Background: an optimization exercise with open tools, aiming at small area. Do not read the settings as production practice.
RTL that was checked went through simulation tests only; none was proved equivalent to the original.
The flow treats the clock pin as an ideal source. Dropping or thinning the clock tree relies on that and would not hold on a real chip.
Power and IR drop assume default switching activity.

Design MISR_golden_sign, start of the top module:
module MISR_golden_sign(
    input clk,
    input reset,
    output reg [73:0] MISR
    );
export LEC_CHECK = 0
export CAP_MARGIN = 20
export CORE_MARGIN = 2
export CORE_UTILIZATION = 70
export GPL_TIMING_DRIVEN = 0
export SLEW_MARGIN = 20
export SYNTH_HIERARCHICAL = 1
create_clock -name core_clock -period 5.5 [get_ports {clk}]
standard.sh (not shown) runs the stock make flow with config.mk's settings and CLKGATE_MAP_FILE= SYNTH_SCRIPT=/design/flow/synth_recipe.tcl, a recipe that flattens the netlist after the stock synthesis.
==> flow/flow/run.sh <==
#!/bin/bash
# The standard ORFS layout (standard.sh) with these changes:
#  - port buffers are buf_1 cells (BUFFER_PORTS_ARGS); every port is still buffered;
#  - the clock tree is one level of MANUAL_CTS_N clock buffers, each driving a
#    balanced group of flip-flops (flow/cts_manual.tcl, sourced as PRE_CTS_TCL).
# ORFS's own logs stay under orfs/logs/; make's output goes to standard.log.
set -uo pipefail
bash standard.sh \
  "BUFFER_PORTS_ARGS=-buffer_cell sky130_fd_sc_hd__buf_1" \
  "REMOVE_ABC_BUFFERS=1" \
  "PRE_CTS_TCL=$PWD/flow/cts_manual.tcl" \
  "MANUAL_CTS_BUF=sky130_fd_sc_hd__clkbuf_16" \
  "MANUAL_CTS_N=4" \
  finish > standard.log 2>&1
Other scripts of this flow, unchanged in this note and not shown: flow/flow/cts_manual.tcl
Rerun with:
--- a/flow/design.v
+++ b/flow/design.v
@@ -1,35 +1,25 @@
 module bist_fa(input x, input y, input z, output s, output c);
     assign {c, s} = {1'b0, x} + {1'b0, y} + {1'b0, z};
 endmodule
 module bist_ha(input x, input y, output s, output c);
     assign {c, s} = {1'b0, x} + {1'b0, y};
-endmodule
-module bist_xor(input p, input q, output y);
-    assign y = p ^ q;
 endmodule
 module MISR_golden_sign(
     input clk,
     input reset,
     output reg [73:0] MISR
     );
     reg [7:0] xn;
-    reg [4:1] t;
+    reg [3:1] t;
+    reg m;
     wire [7:0] x = ~xn;
     wire inj = t[2] & ~t[3];
-    wire m = x[0] & t[4];
     wire [7:0] a = x;
-    wire [7:0] bn;
-    assign bn[7] = ~m;
-    assign bn[6:5] = xn[7:6];
-    assign bn[2:1] = xn[3:2];
-    bist_xor u_b0 (.p(xn[1]), .q(m), .y(bn[0]));
-    bist_xor u_b3 (.p(xn[4]), .q(m), .y(bn[3]));
-    bist_xor u_b4 (.p(xn[5]), .q(m), .y(bn[4]));
-    wire [7:0] b = ~bn;
+    wire [7:0] b = {m, x[7], x[6], x[5] ^ m, x[4] ^ m, x[3], x[2], x[1] ^ m};
     wire [8:1] csn, cdn;
     wire [7:1] sn, dn;
     wire [7:0] s, d;
     assign s[0] = a[0] ^ b[0];
     assign csn[1] = ~(a[0] & b[0]);
     assign d[0] = a[0] ^ b[0];
     assign cdn[1] = ~a[0] & b[0];
@@ -218,16 +208,15 @@
     wire cy172 = G168 | (P169 & c148);
     wire s173 = s170 ^ cy172;
     wire G174 = c171 | (s170 & G168);
     wire P175 = s170 & P169;
     wire cy176 = G174 | (P175 & c148);
     wire s177 = cy176;
     wire [15:0] p = {s177, s173, s167, s161, s155, s151, s147, s145, s143, s141, s139, s137, s135, s133, s131, pp1};
-    wire [7:0] xr;
-    bist_xor u_xr [7:0] (.p(xn), .q(bn), .y(xr));
+    wire [7:0] xr = a ^ b;
     wire [7:0] xnr = ~xr;
     wire [7:0] nd = ~(a & b);
     wire [7:0] ll = a << 2;
     wire [7:0] lr = a >> 2;
     wire [73:0] r = {s, cs[8], d, ~cd[8], p, xr, xnr, nd, ll, lr};
     wire fb = MISR[73];
     wire [73:0] nxt = {MISR[72:0], fb} ^ r ^ {fb, 2'b00, fb, fb, 69'd0};
@@ -236,14 +225,16 @@
             MISR <= 74'd0;
         else
             MISR <= nxt;
     end
     always @(posedge clk) begin
         if (reset) begin
             xn <= 8'hff;
-            t <= 4'd0;
+            t <= 3'd0;
+            m <= 1'b0;
         end else begin
             xn <= ~{x[6], x[5], x[4] ^ x[7], x[3] ^ x[7], x[2], x[1], x[0] ^ x[7], x[7] | inj};
-            t <= {t[3:1], 1'b1};
+            t <= {t[2:1], 1'b1};
+            m <= x[7] & t[3];
         end
     end
 endmodule
The changed run completed with no timing, DRC or antenna violations. Routed wire length is lower by 1.6%. Total power is lower by 1.0%. Area after synthesis hardly moves. Fmax is higher by 1.3%. Clock power stays flat. Worst hold slack improves by 0.023 ns. Sequential power is lower by about 0.6%. First-iteration DRC count is lower by 7.9%. Combinational power is lower by 10%. Worst setup slack improves by 0.066 ns. Via count is lower by 4.4%.
No run of this note included a check of the RTL's function; only the layout flow was run. No run of this note takes its clock network from TritonCTS; it comes from the design's own scripts or RTL.


Another version of the RTL of MISR_golden_sign (not shown whole).
For scale: roughly 410 cells after synthesis, roughly 86 flip-flops, ~76 I/O pins, roughly 0.0046 mm2 of cells after synthesis.
// MISR_golden_sign
module MISR_golden_sign(
    input clk,
    input reset,
    output reg [73:0] MISR
    );
export LEC_CHECK = 0
export CAP_MARGIN = 20
export CORE_MARGIN = 2
export CORE_UTILIZATION = 70
export GPL_TIMING_DRIVEN = 0
export SLEW_MARGIN = 20
export SYNTH_HIERARCHICAL = 1
create_clock -name core_clock -period 5.5 [get_ports {clk}]
==> flow/flow/cts_manual.tcl <==
# Sourced by ORFS's cts.tcl before its clock tree synthesis (PRE_CTS_TCL).
# Replaces clock_tree_synthesis with a one-level clock tree: the flip-flops
# are split into MANUAL_CTS_N balanced groups by position (halves by x, then
# halves by y), and one clock buffer at each group's centroid drives that
# group's clock pins. The clock port drives only these buffers.
rename clock_tree_synthesis orfs_clock_tree_synthesis

proc cts_split {pins axis} {
  set keyed {}
  foreach p $pins {
    lappend keyed [list [lindex $p $axis] $p]
  }
  set sorted [lsort -real -index 0 $keyed]
  set half [expr {[llength $sorted] / 2}]
  set a {}
  set b {}
  set i 0
  foreach kp $sorted {
    if {$i < $half} { lappend a [lindex $kp 1] } else { lappend b [lindex $kp 1] }
    incr i
  }
  return [list $a $b]
}

proc clock_tree_synthesis {args} {
  set block [ord::get_db_block]
  set dbu [$block getDbUnitsPerMicron]
  set net [$block findNet clk]
  # each pin: {x y iterm}
  set pins {}
  foreach it [$net getITerms] {
    set box [[$it getInst] getBBox]
    lappend pins [list [expr {([$box xMin] + [$box xMax]) / 2.0 / $dbu}] \
                      [expr {([$box yMin] + [$box yMax]) / 2.0 / $dbu}] $it]
  }
  set groups [list $pins]
  set axis 0
  while {[llength $groups] < $::env(MANUAL_CTS_N)} {
    set next {}
    foreach g $groups {
      foreach h [cts_split $g $axis] { lappend next $h }
    }
    set groups $next
    set axis [expr {1 - $axis}]
  }
  set k 0
  foreach g $groups {
    set sx 0.0
    set sy 0.0
    set loads {}
    foreach p $g {
      set sx [expr {$sx + [lindex $p 0]}]
      set sy [expr {$sy + [lindex $p 1]}]
      set it [lindex $p 2]
      lappend loads [get_pins "[[$it getInst] getName]/[[$it getMTerm] getName]"]
    }
    set n [llength $g]
    set cx [expr {$sx / $n}]
    set cy [expr {$sy / $n}]
    puts "manual CTS: group $k, $n clock pins, buffer at ($cx, $cy)"
    insert_buffer -net clk -load_pins $loads -buffer_cell $::env(MANUAL_CTS_BUF) \
      -location [list $cx $cy] -buffer_name clkbuf_m$k -net_name clknet_m$k
    incr k
  }
  foreach it [[$block findNet clk] getITerms] {
    set buf [$it getInst]
    set out [[$buf findITerm X] getNet]
    $out setSigType CLOCK
    puts "manual CTS: [$buf getName] drives [$out getName] ([llength [$out getITerms]] pins)"
  }
  set_propagated_clock [all_clocks]
}
Scripts as last shown in full above: flow/flow/run.sh
Next try:
--- a/flow/design.v
+++ b/flow/design.v
@@ -4,34 +4,41 @@
 module bist_ha(input x, input y, output s, output c);
     assign {c, s} = {1'b0, x} + {1'b0, y};
 endmodule
 module MISR_golden_sign(
     input clk,
     input reset,
     output reg [73:0] MISR
     );
-    reg [7:0] x;
+    reg [7:0] xn;
     reg [4:1] t;
+    wire [7:0] x = ~xn;
     wire inj = t[2] & ~t[3];
     wire m = x[0] & t[4];
     wire [7:0] a = x;
     wire [7:0] b = {m, x[7], x[6], x[5] ^ m, x[4] ^ m, x[3], x[2], x[1] ^ m};
-    wire [8:0] cs, cd;
+    wire [8:1] csn, cdn;
+    wire [7:1] sn, dn;
     wire [7:0] s, d;
-    bist_ha u_add0 (.x(a[0]), .y(b[0]), .s(s[0]), .c(cs[1]));
+    assign s[0] = a[0] ^ b[0];
+    assign csn[1] = ~(a[0] & b[0]);
     assign d[0] = a[0] ^ b[0];
-    assign cd[1] = a[0] | ~b[0];
+    assign cdn[1] = ~a[0] & b[0];
     genvar i;
     generate
         for (i = 1; i < 8; i = i + 1) begin : rc
-            bist_fa u_add (.x(a[i]), .y(b[i]), .z(cs[i]), .s(s[i]), .c(cs[i+1]));
-            bist_fa u_sub (.x(a[i]), .y(~b[i]), .z(cd[i]), .s(d[i]), .c(cd[i+1]));
+            bist_fa u_add (.x(xn[i]), .y(~b[i]), .z(csn[i]), .s(sn[i]), .c(csn[i+1]));
+            bist_fa u_sub (.x(xn[i]), .y(b[i]), .z(cdn[i]), .s(dn[i]), .c(cdn[i+1]));
         end
     endgenerate
+    assign s[7:1] = ~sn;
+    assign d[7:1] = ~dn;
+    wire [8:0] cs = {~csn[8], 8'd0};
+    wire [8:0] cd = {~cdn[8], 8'd0};
     wire pp1 = a[0] & b[0];
     wire pp2 = a[0] & b[3];
     wire pp3 = a[0] & b[4];
     wire pp4 = a[0] & b[7];
     wire pp5 = a[1] & b[0];
     wire pp6 = a[1] & b[3];
     wire pp7 = a[1] & b[4];
     wire pp8 = a[1] & b[7];
@@ -201,31 +208,31 @@
     wire cy172 = G168 | (P169 & c148);
     wire s173 = s170 ^ cy172;
     wire G174 = c171 | (s170 & G168);
     wire P175 = s170 & P169;
     wire cy176 = G174 | (P175 & c148);
     wire s177 = cy176;
     wire [15:0] p = {s177, s173, s167, s161, s155, s151, s147, s145, s143, s141, s139, s137, s135, s133, s131, pp1};
     wire [7:0] xr = a ^ b;
-    wire [7:0] xn = ~xr;
+    wire [7:0] xnr = ~xr;
     wire [7:0] nd = ~(a & b);
     wire [7:0] ll = a << 2;
     wire [7:0] lr = a >> 2;
-    wire [73:0] r = {s, cs[8], d, ~cd[8], p, xr, xn, nd, ll, lr};
+    wire [73:0] r = {s, cs[8], d, ~cd[8], p, xr, xnr, nd, ll, lr};
     wire fb = MISR[73];
     wire [73:0] nxt = {MISR[72:0], fb} ^ r ^ {fb, 2'b00, fb, fb, 69'd0};
     always @(posedge clk) begin
         if (reset | ~t[2])
             MISR <= 74'd0;
         else
             MISR <= nxt;
     end
     always @(posedge clk) begin
         if (reset) begin
-            x <= 8'd0;
+            xn <= 8'hff;
             t <= 4'd0;
         end else begin
-            x <= {x[6], x[5], x[4] ^ x[7], x[3] ^ x[7], x[2], x[1], x[0] ^ x[7], x[7] | inj};
+            xn <= ~{x[6], x[5], x[4] ^ x[7], x[3] ^ x[7], x[2], x[1], x[0] ^ x[7], x[7] | inj};
             t <= {t[3:1], 1'b1};
         end
     end
 endmodule
What happened: Worst hold slack loses 0.013 ns; design area shrinks by about 0.8%; via count grows by about 2.5%; maximum frequency shrinks by 1.4%; power grows by about 0.3%; setup slack loses 0.076 ns; cell count grows by 0.54%; flip-flop and latch count stays the same.
No run of this note takes its clock network from TritonCTS; it comes from the design's own scripts or RTL.


MISR_golden_sign, a different RTL version from the one above (not shown whole).
For scale: roughly 89 flip-flops, roughly 4600 sq um of cells after synthesis.
clock: 5.5 ns
lec_check: 0
cap_margin: 20
core_margin: 2
core_utilization: 70
gpl_timing_driven: 0
slew_margin: 20
synth_hierarchical: 1
==> flow/flow/run.sh <==
#!/bin/bash
# The standard ORFS layout (standard.sh) with these changes:
#  - port buffers are buf_1 cells (BUFFER_PORTS_ARGS); every port is still buffered;
#  - the clock tree is one level of MANUAL_CTS_N buffers (MANUAL_CTS_BUF), each driving a
#    balanced group of flip-flops (flow/cts_manual.tcl, sourced as PRE_CTS_TCL).
# ORFS's own logs stay under orfs/logs/; make's output goes to standard.log.
set -uo pipefail
bash standard.sh \
  "BUFFER_PORTS_ARGS=-buffer_cell sky130_fd_sc_hd__buf_1" \
  "REMOVE_ABC_BUFFERS=1" \
  "PRE_CTS_TCL=$PWD/flow/cts_manual.tcl" \
  "MANUAL_CTS_BUF=sky130_fd_sc_hd__buf_12" \
  "MANUAL_CTS_N=3" \
  finish > standard.log 2>&1
Other scripts of this flow, unchanged in this note and not shown: flow/flow/cts_manual.tcl
Then changed:
--- a/flow/design.v
+++ b/flow/design.v
@@ -14,23 +14,21 @@
 endmodule
 module MISR_golden_sign(
     input clk,
     input reset,
     output reg [73:0] MISR
     );
     reg [7:0] xn;
     reg [3:1] t;
-    reg mn;
-    reg [2:0] bqn;
+    reg m;
+    reg [2:0] bq;
     wire [7:0] x = ~xn;
     wire inj = t[2] & ~t[3];
     wire [7:0] a = x;
-    wire m = ~mn;
-    wire [2:0] bq = ~bqn;
     wire [7:0] b = {m, x[7], x[6], bq[2], bq[1], x[3], x[2], bq[0]};
     wire [7:0] bn = ~b;
     wire [7:0] xr = a ^ b;
     wire [8:1] cy, bw;
     wire [7:1] sv, dv;
     assign cy[1] = a[0] & b[0];
     assign bw[1] = ~a[0] & b[0];
     genvar i;
@@ -239,18 +237,18 @@
             MISR <= 74'd0;
         else
             MISR <= nxt;
     end
     always @(posedge clk) begin
         if (reset) begin
             xn <= 8'hff;
             t <= 3'd0;
+            m <= 1'b0;
+            bq <= 3'd0;
         end else begin
             xn <= ~{x[6], x[5], x[4] ^ x[7], x[3] ^ x[7], x[2], x[1], x[0] ^ x[7], x[7] | inj};
             t <= {t[2:1], 1'b1};
+            m <= x[7];
+            bq <= {x[4], x[3], x[0]};
         end
     end
-    always @(posedge clk) begin
-        mn <= xn[7];
-        bqn <= {xn[4], xn[3], xn[0]};
-    end
-endmodule
+endmodule
Effect:
- The changed run completed without violations
- total power falls slightly
- synthesized cell count falls slightly
- final cell count stays flat
- sequential power hardly moves
- via count falls slightly
- worst setup slack gets worse by 0.038 ns
- worst hold slack gets better by 0.0051 ns
- global-route usage barely changes
- design area rises slightly
No run of this note takes its clock network from TritonCTS; it comes from the design's own scripts or RTL.


Setup of main:
Another version of the RTL of MISR_golden_sign (not shown whole).
Size: roughly 410 cells after synthesis, ~86 flip-flops, about 76 I/O pins, roughly 4500 µm² of cells after synthesis.
==> flow/config.mk <==
export PLATFORM = sky130hd
export DESIGN_NAME = MISR_golden_sign
export DESIGN_NICKNAME = MISR_golden_sign
export VERILOG_FILES = /design/flow/design.v
export SDC_FILE = /design/flow/constraint.sdc
export NUM_CORES = 4
export LEC_CHECK = 0
export CAP_MARGIN = 20
export CORE_MARGIN = 2
export CORE_UTILIZATION = 70
export GPL_TIMING_DRIVEN = 0
export SLEW_MARGIN = 20
export SYNTH_HIERARCHICAL = 1
==> flow/constraint.sdc <==
create_clock -name core_clock -period 5.5 [get_ports {clk}]
set_input_delay 1.1000 -clock core_clock [delete_from_list [all_inputs] [get_ports {clk}]]
set_output_delay 1.1000 -clock core_clock [all_outputs]
set_load 0.01 [all_outputs]
==> flow/flow/run.sh <==
#!/bin/bash
# The standard ORFS layout (standard.sh) with these changes:
#  - port buffers are buf_1 cells (BUFFER_PORTS_ARGS); every port is still buffered;
#  - the clock tree is one level of MANUAL_CTS_N clock buffers, each driving a
#    balanced group of flip-flops (flow/cts_manual.tcl, sourced as PRE_CTS_TCL).
# ORFS's own logs stay under orfs/logs/; make's output goes to standard.log.
set -uo pipefail
bash standard.sh \
  "BUFFER_PORTS_ARGS=-buffer_cell sky130_fd_sc_hd__buf_1" \
  "REMOVE_ABC_BUFFERS=1" \
  "PRE_CTS_TCL=$PWD/flow/cts_manual.tcl" \
  "MANUAL_CTS_BUF=sky130_fd_sc_hd__clkbuf_16" \
  "MANUAL_CTS_N=4" \
  finish > standard.log 2>&1
Scripts as last shown in full above: flow/flow/cts_manual.tcl
Final checks on main, whose flow otherwise completed, came back failing, citing negative setup slack.
Input-level comparison between the feature branch and main:
-- flow/design.v --
<<< main, line 186
    bist_fa u_s149 (.x(s119), .y(c112), .z(c148), .s(s149), .c(c150));
    wire s151, c152;
    bist_fa u_s151 (.x(c120), .y(s125), .z(c150), .s(s151), .c(c152));
    wire s153, c154;
    bist_ha u_s153 (.x(c126), .y(s127), .s(s153), .c(c154));
    wire s155 = s153 ^ c152;
    wire s156, c157;
    bist_ha u_s156 (.x(s129), .y(c128), .s(s156), .c(c157));
    wire cy158 = c154 | (s153 & c152);
    wire s159 = s156 ^ cy158;
    wire G160 = c157 | (s156 & c154);
    wire P161 = s156 & s153;
    wire s162, c163;
    bist_ha u_s162 (.x(pp32), .y(c130), .s(s162), .c(c163));
    wire cy164 = G160 | (P161 & c152);
    wire s165 = s162 ^ cy164;
    wire G166 = c163 | (s162 & G160);
    wire P167 = s162 & P161;
    wire cy168 = G166 | (P167 & c152);
    wire s169 = cy168;
    wire [15:0] p = {s169, s165, s159, s155, s151, s149, s147, s145, s143, s141, s139, s137, s135, s133, s131, pp1};
    wire [7:0] xr = a ^ b;
    wire [7:0] xnr = ~xr;
>>> the feature branch, line 186
    bist_fa u_s149 (.x(s119), .y(c112), .z(c148), .s(s149), .c(c150));
    wire s151, c152;
    bist_ha u_s151 (.x(c120), .y(s125), .s(s151), .c(c152));
    wire s153 = s151 ^ c150;
    wire s154, c155;
    bist_ha u_s154 (.x(c126), .y(s127), .s(s154), .c(c155));
    wire cy156 = c152 | (s151 & c150);
    wire s157 = s154 ^ cy156;
    wire G158 = c155 | (s154 & c152);
    wire P159 = s154 & s151;
    wire s160, c161;
    bist_ha u_s160 (.x(s129), .y(c128), .s(s160), .c(c161));
    wire cy162 = G158 | (P159 & c150);
    wire s163 = s160 ^ cy162;
    wire G164 = c161 | (s160 & G158);
    wire P165 = s160 & P159;
    wire s166, c167;
    bist_ha u_s166 (.x(pp32), .y(c130), .s(s166), .c(c167));
    wire cy168 = G164 | (P165 & c150);
    wire s169 = s166 ^ cy168;
    wire G170 = c167 | (s166 & G164);
    wire P171 = s166 & P165;
    wire cy172 = G170 | (P171 & c150);
    wire s173 = cy172;
    wire [15:0] p = {s173, s169, s163, s157, s153, s149, s147, s145, s143, s141, s139, s137, s135, s133, s131, pp1};
    wire [7:0] xr = a ^ b;
    wire [7:0] xnr = ~xr;
The final layout from the feature branch, which completed every stage, passed the timing, DRC and antenna checks at the end of the flow.
Between the feature branch and main, the combinational share of power is higher for the feature branch.
Compared with main, in the feature branch total power roughly the same, die outline height roughly the same, cell area higher, cell area after placement higher, share of the final layout cell area in sequential cells lower.
Going from main to the feature branch, largest fanout of any net on the critical path grows by 4.
As far as initial antenna violation count goes, main and the feature branch are indistinguishable; the numbers are identical.
Compared with main, the feature branch has extra setup slack.
Function was not checked in any run of this note: the RTL went through the layout flow alone. In every run of this note, the design's own scripts or RTL, not TritonCTS, make the clock network.

[separate check: timing with driven ports]
In the flow no input, the clock included, has a driving cell. The finished layouts below were timed again as built, in two steps.
Step 1: set_driving_cell puts a clkbuf_16 on clk and a buf_2 on each other input, an assumption about the parent block.
Step 2, shift: input delay + t, output delay - t, t = (earliest + latest rising clock arrival at the registers) / 2. This alone moves slack from input paths to output paths.
Slacks: ideal ports / drivers / drivers and shift; pairs: ideal ports / drivers.
| run | t (ns) | setup WS [ns] | hold slack, ns | worst register clock-pin slew, ns |
|---|---|---|---|---|
| the first run of note 1 | 0.222 | 0.202 / 0.202 / 0.202 | 0.438 / 0.438 / 0.438 | 0.09 / 0.09 |
| the second run of note 1 | 0.228 | 0.268 / 0.268 / 0.268 | 0.461 / 0.461 / 0.461 | 0.09 / 0.09 |
| the first run of note 2 | 0.223 | 0.250 / 0.250 / 0.250 | 0.457 / 0.457 / 0.457 | 0.09 / 0.09 |
| the second run of note 2 | 0.227 | 0.174 / 0.174 / 0.174 | 0.443 / 0.444 / 0.444 | 0.09 / 0.09 |
| the first run of note 3 | 0.209 | 0.246 / 0.246 / 0.246 | 0.452 / 0.452 / 0.452 | 0.11 / 0.11 |
| the second run of note 3 | 0.210 | 0.208 / 0.208 / 0.208 | 0.457 / 0.457 / 0.457 | 0.12 / 0.12 |
| main | 0.226 | -0.026 / -0.026 / -0.026 | 0.464 / 0.464 / 0.464 | 0.09 / 0.09 |
| the feature branch | 0.222 | 0.175 / 0.175 / 0.175 | 0.452 / 0.452 / 0.452 | 0.09 / 0.09 |
